This is an optimization exercise on Yosys and OpenROAD, whose aim is small area and a short achievable clock period, not a production implementation. Function was checked by simulation only, so behaviour that the tests miss may differ from the original. Power and IR drop assume default switching activity. The flow treats the clock pin as an ideal source, which a real chip does not have.

==> inputs of branch amber <==
==> flow/design.v <==
module memory_in(
    input [7:0] data,
    input [5:0] addr,
    input wr,
    input clk,
    output [7:0] out
);
  mem_core #(.A(6), .LO(3)) u_core (
    .data(data), .addr(addr), .wr(wr), .clk(clk), .out(out)
  );
endmodule
module memory_out(
    input [7:0] data,
    input [3:0] addr,
    input wr,
    input clk,
    output [7:0] out
);
  mem_core #(.A(4), .LO(2)) u_core (
    .data(data), .addr(addr), .wr(wr), .clk(clk), .out(out)
  );
endmodule
module memory_weight(
    input [7:0] data,
    input [3:0] addr,
    input wr,
    input clk,
    output [7:0] out
);
  mem_core #(.A(4), .LO(2)) u_core (
    .data(data), .addr(addr), .wr(wr), .clk(clk), .out(out)
  );
endmodule
module lr_memories(
    input        clk,
    input  [7:0] in_data,
    input  [5:0] in_addr,
    input        in_wr,
    output [7:0] in_q,
    input  [7:0] out_data,
    input  [3:0] out_addr,
    input        out_wr,
    output [7:0] out_q,
    input  [7:0] w_data,
    input  [3:0] w_addr,
    input        w_wr,
    output [7:0] w_q
);
  memory_in u_in (
    .data(in_data), .addr(in_addr), .wr(in_wr), .clk(clk), .out(in_q)
  );
  memory_out u_out (
    .data(out_data), .addr(out_addr), .wr(out_wr), .clk(clk), .out(out_q)
  );
  memory_weight u_w (
    .data(w_data), .addr(w_addr), .wr(w_wr), .clk(clk), .out(w_q)
  );
endmodule
module mem_core #(
    parameter A  = 6,
    parameter LO = 3
) (
    input  [7:0]   data,
    input  [A-1:0] addr,
    input          wr,
    input          clk,
    output [7:0]   out
);
  localparam N  = 1 << A;
  localparam HI = A - LO;
  localparam NA = 1 << LO;
  localparam NB = 1 << HI;
  genvar i, b, m;
  wire [A-1:0]  addr_n;
  wire          wr_n;
  wire [NA-1:0] pa [1:0];
  wire [NB-1:0] pb [1:0];
  genvar s;
  c_inv u_wr_n (.a(wr), .y(wr_n));
  generate
    for (i = 0; i < A; i = i + 1) begin : g_lit
      c_inv u_inv (.a(addr[i]), .y(addr_n[i]));
    end
    for (s = 0; s < 2; s = s + 1) begin : g_set
      for (i = 0; i < NA; i = i + 1) begin : g_pa
        if (LO == 3) begin : g3
          c_and4 u_pd (.a(i[0] ? addr[0] : addr_n[0]),
                       .b(i[1] ? addr[1] : addr_n[1]),
                       .c(i[2] ? addr[2] : addr_n[2]),
                       .d(s ? wr : wr_n), .y(pa[s][i]));
        end else begin : g2
          c_and3 u_pd (.a(i[0] ? addr[0] : addr_n[0]),
                       .b(i[1] ? addr[1] : addr_n[1]),
                       .c(s ? wr : wr_n), .y(pa[s][i]));
        end
      end
      for (i = 0; i < NB; i = i + 1) begin : g_pb
        if (HI == 3) begin : g3
          c_and3 u_pd (.a(i[0] ? addr[LO] : addr_n[LO]),
                       .b(i[1] ? addr[LO+1] : addr_n[LO+1]),
                       .c(i[2] ? addr[LO+2] : addr_n[LO+2]), .y(pb[s][i]));
        end else begin : g2
          c_and2 u_pd (.a(i[0] ? addr[LO] : addr_n[LO]),
                       .b(i[1] ? addr[LO+1] : addr_n[LO+1]), .y(pb[s][i]));
        end
      end
    end
  endgenerate
  wire [N-1:0] wl;
  wire [N-1:0] we;
  wire [7:0]   word_q [N-1:0];
  generate
    for (i = 0; i < N; i = i + 1) begin : g_word
      reg [7:0] word;
      c_and2 u_wl (.a(pa[0][i % NA]), .b(pb[0][i / NA]), .y(wl[i]));
      c_and2 u_we (.a(pa[1][i % NA]), .b(pb[1][i / NA]), .y(we[i]));
      always @ (posedge clk)
        if (we[i])
          word <= data;  
      assign word_q[i] = word;
    end
  endgenerate
  wire [7:0] q_d;
  reg  [7:0] q;
  generate
    for (b = 0; b < 8; b = b + 1) begin : g_bit
      wire [N/8-1:0] p;
      for (m = 0; m < N/8; m = m + 1) begin : g_grp
        c_ao8 u_p (.w(wl[8*m+7:8*m]),
                   .d({word_q[8*m+7][b], word_q[8*m+6][b], word_q[8*m+5][b],
                       word_q[8*m+4][b], word_q[8*m+3][b], word_q[8*m+2][b],
                       word_q[8*m+1][b], word_q[8*m][b]}),
                   .y(p[m]));
      end
      wire wd;
      c_and2 u_wd (.a(wr), .b(data[b]), .y(wd));
      if (N == 64) begin : g64
        wire [3:0] r_n;
        for (m = 0; m < 3; m = m + 1) begin : g_or
          c_nor2 u_r (.a(p[2*m]), .b(p[2*m+1]), .y(r_n[m]));
        end
        c_nor3 u_r3 (.a(p[6]), .b(p[7]), .c(wd), .y(r_n[3]));
        c_nand4 u_q (.a(r_n[0]), .b(r_n[1]), .c(r_n[2]), .d(r_n[3]), .y(q_d[b]));
      end else begin : g16
        c_or3 u_q (.a(p[0]), .b(p[1]), .c(wd), .y(q_d[b]));
      end
    end
  endgenerate
  always @ (posedge clk)
    q <= q_d;  
  assign out = q;
endmodule
module c_inv (input a, output y);
  assign y = ~a;
endmodule
module c_nand2 (input a, input b, output y);
  assign y = ~(a & b);
endmodule
module c_nand3 (input a, input b, input c, output y);
  assign y = ~(a & b & c);
endmodule
module c_nand4 (input a, input b, input c, input d, output y);
  assign y = ~(a & b & c & d);
endmodule
module c_nor2 (input a, input b, output y);
  assign y = ~(a | b);
endmodule
module c_nor3 (input a, input b, input c, output y);
  assign y = ~(a | b | c);
endmodule
module c_and2 (input a, input b, output y);
  assign y = a & b;
endmodule
module c_and3 (input a, input b, input c, output y);
  assign y = a & b & c;
endmodule
module c_and4 (input a, input b, input c, input d, output y);
  assign y = a & b & c & d;
endmodule
module c_or3 (input a, input b, input c, output y);
  assign y = a | b | c;
endmodule
module c_ao8 (input [7:0] w, input [7:0] d, output y);
  assign y = |(w & d);
endmodule
==> flow/flow/run.sh <==
#!/bin/bash
# Layout flow: the standard ORFS flow (standard.sh), synthesis unchanged,
# with these changes to the later steps:
#  - the port buffers are plain buffers, not the delay cells buffer_ports
#    otherwise picks;
#  - clock tree synthesis without dummy loads and with larger sink clusters;
#  - slow low-power inverters and delay cells are kept out of the layout
#    steps (the platform's own don't-use list plus these);
#  - the address decoder and read-tree gates start at drive strengths that
#    fit their fanout (flow/presize.tcl, after floorplanning);
#  - each output port's buffer is moved next to the flip-flop that drives it
#    after global placement (flow/outbuf_place.tcl), so that the buffer
#    drives the wire to the port;
#  - timing repair only sizes gates and swaps pins, without inserting buffers.
# Each step's full log stays under orfs/logs; make's own output goes to
# flow_synth.log and flow_layout.log here.
set -euo pipefail
here=$(pwd)

bash standard.sh synth > "$here/flow_synth.log" 2>&1

cts_args="-sink_clustering_enable -repair_clock_nets -dont_use_dummy_load"
cts_args="$cts_args -sink_clustering_size 30 -sink_clustering_max_diameter 60"

platform_dont_use=$(make -s -C "$FLOW_HOME" -f - print <<'MK'
include platforms/sky130hd/config.mk
print:
	@echo $(DONT_USE_CELLS)
MK
)
dont_use="$platform_dont_use sky130_fd_sc_hd__clkinvlp_* sky130_fd_sc_hd__dlygate4sd*"
dont_use="$dont_use sky130_fd_sc_hd__clkdlybuf4s* sky130_fd_sc_hd__dlymetal6s*"

bash standard.sh \
  DONT_USE_CELLS="$dont_use" \
  BUFFER_PORTS_ARGS="-buffer_cell sky130_fd_sc_hd__buf_2" \
  CTS_ARGS="$cts_args" \
  SETUP_MOVE_SEQUENCE="unbuffer,sizeup,swap" \
  POST_FLOORPLAN_TCL="$here/flow/presize.tcl" \
  POST_GLOBAL_PLACE_TCL="$here/flow/outbuf_place.tcl" \
  finish > "$here/flow_layout.log" 2>&1
==> flow/flow/outbuf_place.tcl <==
# Move each output port's buffer next to the flip-flop that drives it, after
# global placement: the buffer, not the flip-flop, then drives the long wire
# to the port.
set ob_block [ord::get_db_block]
set ob_count 0
foreach bterm [$ob_block getBTerms] {
  if {[$bterm getIoType] ne "OUTPUT"} { continue }
  set net [$bterm getNet]
  if {$net eq "NULL"} { continue }
  set buf ""
  foreach it [$net getITerms] { if {[$it isOutputSignal]} { set buf [$it getInst] } }
  if {$buf eq ""} { continue }
  set in ""
  foreach it [$buf getITerms] { if {[$it isInputSignal]} { set in [$it getNet] } }
  if {$in eq "" || $in eq "NULL"} { continue }
  set src ""
  foreach it [$in getITerms] { if {[$it isOutputSignal]} { set src [$it getInst] } }
  if {$src eq ""} { continue }
  set bb [$src getBBox]
  $buf setLocation [$bb xMax] [$bb yMin]
  $buf setPlacementStatus PLACED
  incr ob_count
}
puts "outbuf_place: moved $ob_count output buffers"
==> flow/flow/presize.tcl <==
# Starting drive strengths for the decoder and read-tree gates of mem_core,
# set after floorplanning so that placement and timing repair start from
# gates that can drive their known fanout. Each gate is found by the name of
# the net it drives and keeps its function; only the drive strength changes.
set presize_rules {
  {*.g_lit\[*\].u_inv.y}   4
  {*.addr_n\[*\]}          4
  {*.u_wr_n.y}             4
  {*.u_pd.y}               2
  {u_in.*.u_wl.y}          4
  {u_in.*.u_we.y}          2
  {*.u_wl.y}               2
  {*.u_we.y}               2
  {*.u_r.y}                2
  {*.u_r3.y}               2
  {u_in.*.g64.u_q.y}       2
}
set presize_count 0
set presize_db [ord::get_db]
foreach net [[ord::get_db_block] getNets] {
  set name [$net getName]
  set size ""
  foreach {pattern strength} $presize_rules {
    if {[string match $pattern $name]} { set size $strength; break }
  }
  if {$size eq ""} { continue }
  foreach iterm [$net getITerms] {
    if {![$iterm isOutputSignal]} { continue }
    set inst [$iterm getInst]
    set master [[$inst getMaster] getName]
    if {![regexp {^(.*_)[0-9]+$} $master -> stem]} { continue }
    set target [$presize_db findMaster "${stem}${size}"]
    if {$target eq "NULL" || [$target getName] eq $master} { continue }
    replace_cell [$inst getName] [$target getName]
    incr presize_count
  }
}
puts "presize: resized $presize_count gates"
==> flow/standard.sh <==
#!/bin/bash
# synth_recipe.tcl (not shown) runs the flow's synth.tcl, then flattens the netlist and writes it again
# the make line also repeats each setting of config.mk as NAME=value (left out here)
make -C /OpenROAD-flow-scripts/flow DESIGN_CONFIG=/design/flow/config.mk WORK_HOME=/design/flow/orfs CLKGATE_MAP_FILE= SYNTH_SCRIPT=/design/flow/synth_recipe.tcl "${@:-finish}"
==> flow/config.mk <==
export PLATFORM = sky130hd
export DESIGN_NAME = lr_memories
export DESIGN_NICKNAME = lr_memories
export VERILOG_FILES = /design/flow/design.v
export SDC_FILE = /design/flow/constraint.sdc
export NUM_CORES = 4
export LEC_CHECK = 0
export CAP_MARGIN = 20
export CORE_MARGIN = 2
export CORE_UTILIZATION = 70
export CTS_CLUSTER_DIAMETER = 60
export CTS_CLUSTER_SIZE = 30
export PLACE_DENSITY = 0.8
export SETUP_SLACK_MARGIN = 3.0
export SLEW_MARGIN = 20
export SYNTH_HIERARCHICAL = 1
export SYNTH_MINIMUM_KEEP_SIZE = 0
export TNS_END_PERCENT = 0
==> flow/constraint.sdc <==
create_clock -name core_clock -period 5.0 [get_ports {clk}]
set_input_delay 1.0000 -clock core_clock [delete_from_list [all_inputs] [get_ports {clk}]]
set_output_delay 1.0000 -clock core_clock [all_outputs]
set_load 0.01 [all_outputs]
==> branch pepper: changes against branch amber <==
--- a/flow/flow/run.sh
+++ b/flow/flow/run.sh
@@ -10,8 +10,7 @@
 #    fit their fanout (flow/presize.tcl, after floorplanning);
 #  - each output port's buffer is moved next to the flip-flop that drives it
 #    after global placement (flow/outbuf_place.tcl), so that the buffer
-#    drives the wire to the port;
-#  - timing repair only sizes gates and swaps pins, without inserting buffers.
+#    drives the wire to the port.
 # Each step's full log stays under orfs/logs; make's own output goes to
 # flow_synth.log and flow_layout.log here.
 set -euo pipefail
@@ -20,7 +19,7 @@
 bash standard.sh synth > "$here/flow_synth.log" 2>&1
 
 cts_args="-sink_clustering_enable -repair_clock_nets -dont_use_dummy_load"
-cts_args="$cts_args -sink_clustering_size 30 -sink_clustering_max_diameter 60"
+cts_args="$cts_args -sink_clustering_size 30 -sink_clustering_max_diameter 90"
 
 platform_dont_use=$(make -s -C "$FLOW_HOME" -f - print <<'MK'
 include platforms/sky130hd/config.mk
@@ -35,7 +34,6 @@
   DONT_USE_CELLS="$dont_use" \
   BUFFER_PORTS_ARGS="-buffer_cell sky130_fd_sc_hd__buf_2" \
   CTS_ARGS="$cts_args" \
-  SETUP_MOVE_SEQUENCE="unbuffer,sizeup,swap" \
   POST_FLOORPLAN_TCL="$here/flow/presize.tcl" \
   POST_GLOBAL_PLACE_TCL="$here/flow/outbuf_place.tcl" \
   finish > "$here/flow_layout.log" 2>&1
==> branch raven: changes against branch amber <==
--- a/flow/design.v
+++ b/flow/design.v
@@ -73,8 +73,8 @@
   genvar i, b, m;
   wire [A-1:0]  addr_n;
   wire          wr_n;
-  wire [NA-1:0] pa [1:0];
-  wire [NB-1:0] pb [1:0];
+  wire [NA-1:0] pa_n [1:0];
+  wire [NB-1:0] pb_n [1:0];
   genvar s;
   c_inv u_wr_n (.a(wr), .y(wr_n));
   generate
@@ -84,24 +84,24 @@
     for (s = 0; s < 2; s = s + 1) begin : g_set
       for (i = 0; i < NA; i = i + 1) begin : g_pa
         if (LO == 3) begin : g3
-          c_and4 u_pd (.a(i[0] ? addr[0] : addr_n[0]),
-                       .b(i[1] ? addr[1] : addr_n[1]),
-                       .c(i[2] ? addr[2] : addr_n[2]),
-                       .d(s ? wr : wr_n), .y(pa[s][i]));
+          c_nand4 u_pd (.a(i[0] ? addr[0] : addr_n[0]),
+                        .b(i[1] ? addr[1] : addr_n[1]),
+                        .c(i[2] ? addr[2] : addr_n[2]),
+                        .d(s ? wr : wr_n), .y(pa_n[s][i]));
         end else begin : g2
-          c_and3 u_pd (.a(i[0] ? addr[0] : addr_n[0]),
-                       .b(i[1] ? addr[1] : addr_n[1]),
-                       .c(s ? wr : wr_n), .y(pa[s][i]));
+          c_nand3 u_pd (.a(i[0] ? addr[0] : addr_n[0]),
+                        .b(i[1] ? addr[1] : addr_n[1]),
+                        .c(s ? wr : wr_n), .y(pa_n[s][i]));
         end
       end
       for (i = 0; i < NB; i = i + 1) begin : g_pb
         if (HI == 3) begin : g3
-          c_and3 u_pd (.a(i[0] ? addr[LO] : addr_n[LO]),
-                       .b(i[1] ? addr[LO+1] : addr_n[LO+1]),
-                       .c(i[2] ? addr[LO+2] : addr_n[LO+2]), .y(pb[s][i]));
+          c_nand3 u_pd (.a(i[0] ? addr[LO] : addr_n[LO]),
+                        .b(i[1] ? addr[LO+1] : addr_n[LO+1]),
+                        .c(i[2] ? addr[LO+2] : addr_n[LO+2]), .y(pb_n[s][i]));
         end else begin : g2
-          c_and2 u_pd (.a(i[0] ? addr[LO] : addr_n[LO]),
-                       .b(i[1] ? addr[LO+1] : addr_n[LO+1]), .y(pb[s][i]));
+          c_nand2 u_pd (.a(i[0] ? addr[LO] : addr_n[LO]),
+                        .b(i[1] ? addr[LO+1] : addr_n[LO+1]), .y(pb_n[s][i]));
         end
       end
     end
@@ -112,8 +112,8 @@
   generate
     for (i = 0; i < N; i = i + 1) begin : g_word
       reg [7:0] word;
-      c_and2 u_wl (.a(pa[0][i % NA]), .b(pb[0][i / NA]), .y(wl[i]));
-      c_and2 u_we (.a(pa[1][i % NA]), .b(pb[1][i / NA]), .y(we[i]));
+      c_nor2 u_wl (.a(pa_n[0][i % NA]), .b(pb_n[0][i / NA]), .y(wl[i]));
+      c_nor2 u_we (.a(pa_n[1][i % NA]), .b(pb_n[1][i / NA]), .y(we[i]));
       always @ (posedge clk)
         if (we[i])
           word <= data;  
@@ -171,12 +171,6 @@
 module c_and2 (input a, input b, output y);
   assign y = a & b;
 endmodule
-module c_and3 (input a, input b, input c, output y);
-  assign y = a & b & c;
-endmodule
-module c_and4 (input a, input b, input c, input d, output y);
-  assign y = a & b & c & d;
-endmodule
 module c_or3 (input a, input b, input c, output y);
   assign y = a | b | c;
 endmodule
==> flow/flow/run.sh (replaced) <==
#!/bin/bash
# Layout flow: the standard ORFS flow (standard.sh), synthesis unchanged,
# with these changes to the later steps:
#  - the port buffers are plain buffers, not the delay cells buffer_ports
#    otherwise picks;
#  - clock tree synthesis without dummy loads and with larger sink clusters.
# Each step's full log stays under orfs/logs; make's own output goes to
# flow_synth.log and flow_layout.log here.
set -euo pipefail
here=$(pwd)

bash standard.sh synth > "$here/flow_synth.log" 2>&1

cts_args="-sink_clustering_enable -repair_clock_nets -dont_use_dummy_load"
cts_args="$cts_args -sink_clustering_size 30 -sink_clustering_max_diameter 60"

bash standard.sh \
  BUFFER_PORTS_ARGS="-buffer_cell sky130_fd_sc_hd__buf_4" \
  CTS_ARGS="$cts_args" \
  finish > "$here/flow_layout.log" 2>&1
- CORE_UTILIZATION: 70 -> 60
- PLACE_DENSITY: 0.8 -> 0.7
removed: flow/flow/outbuf_place.tcl
removed: flow/flow/presize.tcl
==> qor summary <==
Outcome: branch pepper no timing/DRC/antenna violations; branch raven no timing/DRC/antenna violations; branch amber no timing/DRC/antenna violations
Internal power: branch pepper 8.57 mW; branch raven 9.02 mW; branch amber 8.89 mW
Clock buffer instance count of the final layout: branch pepper 30; branch raven 42; branch amber 39
Fin worst setup slack: branch pepper 2.83 ns; branch raven 2.69 ns; branch amber 2.90 ns
Wire length after detailed routing: branch pepper 65.5 mm; branch raven 66.9 mm; branch amber 65.9 mm
Total buffers and inverters traversed by the critical path: branch pepper 2; branch raven 3; branch amber 2
Clock power share: branch pepper 26.6%; branch raven 29.9%; branch amber 29.2%
Layout non-clock buf frac: branch pepper 1.31%; branch raven 3.94%; branch amber 1.28%
Post-detailed-placement half-perimeter wirelength: branch pepper 43.6 mm; branch raven 41.5 mm; branch amber 43.6 mm
Final Power: branch pepper 10.7 mW; branch raven 11.3 mW; branch amber 11.1 mW
Sum of met3 wire segment lengths after detailed routing: branch pepper 5.69 mm; branch raven 5.12 mm; branch amber 5.78 mm
Cell Area, Placed: branch pepper 0.0310 mm²; branch raven 0.0299 mm²; branch amber 0.0310 mm²
Sink of the worst hold path: branch pepper u_w.u_core.q[4]; branch raven u_out.u_core.q[7]; branch amber u_w.u_core.q[4]
Startpoint of the most critical setup path: branch pepper in_addr[4]; branch raven in_addr[1]; branch amber in_wr
Worst Hold Launch: branch pepper u_w.u_core.g_word[9].word[4]; branch raven u_out.u_core.g_word[4].word[7]; branch amber u_w.u_core.g_word[9].word[4]

## static timing again, ports no longer ideal
In the flow no input, the clock included, has a driving cell. The finished layouts below were timed again as built, in two steps.
Step 1, drivers: a clkbuf_16 drives clk and a buf_2 each remaining input, both assumed.
Step 2 also shifts input and output timing later by t, the mid clock arrival at the registers, as if the neighbouring blocks saw the same clock.
a / b / c = ideal / step 1 / step 2; a / b = the first two.
| run | t (ns) | setup slack, ns | hold WS [ns] | latest minus earliest clock arrival (ns) | worst slew at a driven data input, ns |
|---|---|---|---|---|---|
| branch amber | 0.623 | 2.900 / 2.870 / 2.277 | 0.599 / 0.599 / 0.599 | 0.064 / 0.063 | 0.07 |
| branch pepper | 0.658 | 2.826 / 2.834 / 2.196 | 0.599 / 0.599 / 0.599 | 0.062 / 0.063 | 0.08 |
| branch raven | 0.629 | 2.687 / 2.644 / 2.015 | 0.559 / 0.559 / 0.559 | 0.068 / 0.068 | 0.13 |
After both steps every run listed still meets setup and hold. The setup slack of branch raven, which loses most, moves by -0.043 ns with the drivers and by -0.672 ns with both steps.
